Background: an optimization exercise with open tools, aiming at small area. Do not read the settings as production practice.
Only simulation tests tie the RTL to the original design; equivalence was not proved.
Power figures rest on the tool's default switching activity, not on a simulated workload.

==> amber <==
## video_uut
module video_uut (
    input  wire         clk_i,             
    input  wire         rst_i,             
    input  wire         cen_i,             
    input  wire         vid_sel_i,         
    input  wire [19:0]  vdat_bars_i,       
    input  wire [19:0]  vdat_colour_i,     
    input  wire [3:0]   fvht_i,            
    output wire [3:0]   fvht_o,            
    output wire [19:0]  video_o            
);
reg [3:0]  fvht_d1;       
reg [19:0] vid_d1;        
reg [9:0]  h2_ofs;
reg [9:0]  v2_ofs;
reg [9:0]  h_counter;     
reg [9:0]  v_ofs;
reg [15:0] slow_counter;
reg [9:0]  sq_ofs;
reg        sq_leg;
reg        flip;
wire H_IN  = fvht_i[1];
wire V_IN  = fvht_i[2];
wire H_DLY = fvht_d1[1];
wire V_DLY = fvht_d1[2];
wire H_POS = H_IN & ~H_DLY;
wire H_NEG = ~H_IN & H_DLY;
wire V_POS = V_IN & ~V_DLY;
wire in_shape  = h2_ofs[9] & (h2_ofs[8:0] < 9'd200) &
                 v2_ofs[9] & (v2_ofs[8:0] < 9'd200);
wire shape_top = v2_ofs[8:0] < 9'd20;
wire [9:0] sq_along = sq_leg ? v_ofs : h_counter;
wire [9:0] sq_diff  = sq_ofs - sq_along;
wire in_square = (sq_diff < 10'd20) &&
                 (sq_leg ? (h_counter >= 10'd1004)
                         : (~v_ofs[9] & (v_ofs[7:0] < 8'd20)));        
wire in_box = (h_counter >= 10'd100) && (h_counter < 10'd150) &&
              ~v_ofs[9] && (v_ofs[7:0] >= 8'd50) && (v_ofs[7:0] < 8'd80);  
wire h2_clr  = cen_i & H_NEG;
wire v2_set  = cen_i & H_POS & V_POS;
wire v2_inc  = cen_i & H_POS;
wire r_inc   = cen_i & ~in_shape;             
wire v_inc   = r_inc & (&h_counter);          
  ...
Settings: LEC_CHECK=0, CAP_MARGIN=20, CORE_MARGIN=2, CORE_UTILIZATION=70, PLACE_DENSITY=0.8, SLEW_MARGIN=20; clock period 5.0 ns.
standard.sh (not shown) runs the stock make flow with config.mk's settings and CLKGATE_MAP_FILE= SYNTH_SCRIPT=/design/flow/synth_recipe.tcl, a recipe that flattens the netlist after the stock synthesis.
==> flow/flow/run.sh <==
#!/bin/bash
# Own layout flow: the standard synthesis, an area re-mapping of its
# combinational logic (flip-flops untouched, best of several ABC seeds),
# then the standard ORFS layout with smaller port and clock-tree buffers.
set -euo pipefail
W=$(pwd)
R=$W/orfs/results/$FLOW_PLATFORM/video_uut/base
PLAT=$FLOW_HOME/platforms/$FLOW_PLATFORM
LIB=$PLAT/lib/sky130_fd_sc_hd__tt_025C_1v80.lib

bash standard.sh synth > $W/log_synth.log 2>&1
cp $R/1_2_yosys.v $W/std_1_2_yosys.v

DU=$(sed -n '/^export DONT_USE_CELLS += /,/^#/p' $PLAT/config.mk | grep -o 'sky130_fd_sc_hd__[a-z0-9_]*' | tr '\n' ' ')
best=""; best_area=""
run_seed() {
  local S=$1
  mkdir -p $W/resyn_$S
  sed -e "s/@T@/${RESYN_T:-150}/" -e "s/@S@/$S/" $W/flow/resyn_abc.in > $W/resyn_$S/resyn.abc
  DONT_USE_CELLS="$DU" RESYN_LIB=$LIB RESYN_IN=$W/std_1_2_yosys.v \
    RESYN_OUT=$W/resyn_$S/resyn.v RESYN_ABC=$W/resyn_$S/resyn.abc RESYN_DIR=$W/resyn_$S FLOW_TOP=$FLOW_TOP \
    yosys -c $W/flow/resyn.tcl > $W/log_resyn_$S.log 2>&1 || true
}
for S in 1 2 3 4; do run_seed $S & done
wait
for S in 5 6 7 8; do run_seed $S & done
wait
for S in 1 2 3 4 5 6 7 8; do
  f=$W/resyn_$S/resyn_stat_after.txt
  [[ -f $W/resyn_$S/resyn.v && -f $f ]] || continue
  a=$(grep 'Chip area for' $f | tail -1 | awk '{print $NF}')
  echo "seed $S area $a" >> $W/log_resyn_pick.log
  if [[ -z "$best" ]] || awk "BEGIN{exit !($a < $best_area)}"; then best=$S; best_area=$a; fi
done
if [[ -n "$best" ]]; then
  echo "picked seed $best ($best_area)" >> $W/log_resyn_pick.log
  cp $W/resyn_$best/resyn.v $R/1_2_yosys.v
else
  echo "no re-mapping succeeded; keeping the standard netlist" >> $W/log_resyn_pick.log
fi
rm -f $R/1_synth.odb

export BUFFER_PORTS_ARGS="-buffer_cell sky130_fd_sc_hd__buf_1"
export CTS_ARGS="-sink_clustering_enable -repair_clock_nets -buf_list sky130_fd_sc_hd__clkbuf_8 -dont_use_dummy_load"
bash standard.sh finish > $W/log_layout.log 2>&1
Other scripts of this flow, unchanged in this note and not shown: flow/flow/resyn.tcl, flow/flow/resyn_abc.in
==> yarrow: changes against amber <==
--- a/flow/flow/run.sh
+++ b/flow/flow/run.sh
@@ -13,19 +13,15 @@
 
 DU=$(sed -n '/^export DONT_USE_CELLS += /,/^#/p' $PLAT/config.mk | grep -o 'sky130_fd_sc_hd__[a-z0-9_]*' | tr '\n' ' ')
 best=""; best_area=""
-run_seed() {
-  local S=$1
+for S in 1 2 3 4; do
   mkdir -p $W/resyn_$S
   sed -e "s/@T@/${RESYN_T:-150}/" -e "s/@S@/$S/" $W/flow/resyn_abc.in > $W/resyn_$S/resyn.abc
-  DONT_USE_CELLS="$DU" RESYN_LIB=$LIB RESYN_IN=$W/std_1_2_yosys.v \
+  ( DONT_USE_CELLS="$DU" RESYN_LIB=$LIB RESYN_IN=$W/std_1_2_yosys.v \
     RESYN_OUT=$W/resyn_$S/resyn.v RESYN_ABC=$W/resyn_$S/resyn.abc RESYN_DIR=$W/resyn_$S FLOW_TOP=$FLOW_TOP \
-    yosys -c $W/flow/resyn.tcl > $W/log_resyn_$S.log 2>&1 || true
-}
-for S in 1 2 3 4; do run_seed $S & done
+    yosys -c $W/flow/resyn.tcl > $W/log_resyn_$S.log 2>&1 || true ) &
+done
 wait
-for S in 5 6 7 8; do run_seed $S & done
-wait
-for S in 1 2 3 4 5 6 7 8; do
+for S in 1 2 3 4; do
   f=$W/resyn_$S/resyn_stat_after.txt
   [[ -f $W/resyn_$S/resyn.v && -f $f ]] || continue
   a=$(grep 'Chip area for' $f | tail -1 | awk '{print $NF}')
--- a/flow/config.mk
+++ b/flow/config.mk
@@ -7,6 +7,6 @@
 export LEC_CHECK = 0
 export CAP_MARGIN = 20
 export CORE_MARGIN = 2
-export CORE_UTILIZATION = 70
-export PLACE_DENSITY = 0.8
+export CORE_UTILIZATION = 40
+export PLACE_DENSITY = 0.6
 export SLEW_MARGIN = 20
==> comparison table <==
quantity                                                                               amber                   yarrow
Global placer's final weighted congestion                                             0.8031                   0.7600
Share of final-layout standard cells stronger than drive strength 1                   3.071%                   3.442%
Number of well taps                                                                       70                      111
Combinational logic power                                                          0.0659 mW                0.0662 mW
Post-route standard cell area excluding fillers                                 0.004243 mm²             0.004313 mm²
Post-synthesis to final-layout area growth                                            13.37%                   15.25%
WHS                                                                                 437.7 ps                 439.9 ps
Leak pwr                                                                            1.579 nW                 1.587 nW
HPWL after DPL                                                                       6130 µm                  6044 µm
Post-layout worst setup margin                                                      404.0 ps                 458.8 ps
Maximum number of pins on one net before global-route repair                              24                       35
Die outline height                                                                  77.12 µm                 100.7 µm
Met1 Wirelength                                                                      3701 µm                  3991 µm
Routed length on met3                                                                 522 µm                   367 µm
Number of iterations in the first detailed-routing pass                                    7                        5
Cell-internal power                                                                0.9301 mW                0.9311 mW
Result of the run                                                    complete, no violations  complete, no violations

-- port drivers added, routing unchanged --
In the flow no input, the clock included, has a driving cell. The finished layouts below were timed again as built, in two steps.
Step 1 (the two cells are an assumption about what drives the block):
set clk [get_ports {clk_i}]
set_driving_cell -lib_cell sky130_fd_sc_hd__clkbuf_16 $clk
set_driving_cell -lib_cell sky130_fd_sc_hd__buf_2 [delete_from_list [all_inputs] $clk]
Step 2 moves the port delays by t, midway between the first and last clock arrival at a register: inputs arrive t later, outputs are due t later. That takes back most of the time a late clock gives input paths.
a / b / c = no drivers / after step 1 / after step 2; a / b = the first two.
| run | t (ns) | setup WS [ns] | latest minus earliest clock arrival (ns) |
|---|---|---|---|
| amber | 0.373 | 0.404 / 0.404 / 0.031 | 0.022 / 0.021 |
| yarrow | 0.382 | 0.459 / 0.470 / 0.088 | 0.032 / 0.033 |
After both steps setup and hold are still met in every run listed. The setup slack of amber, which loses most, moves by 0.000 ns with the drivers and by -0.373 ns with both steps.
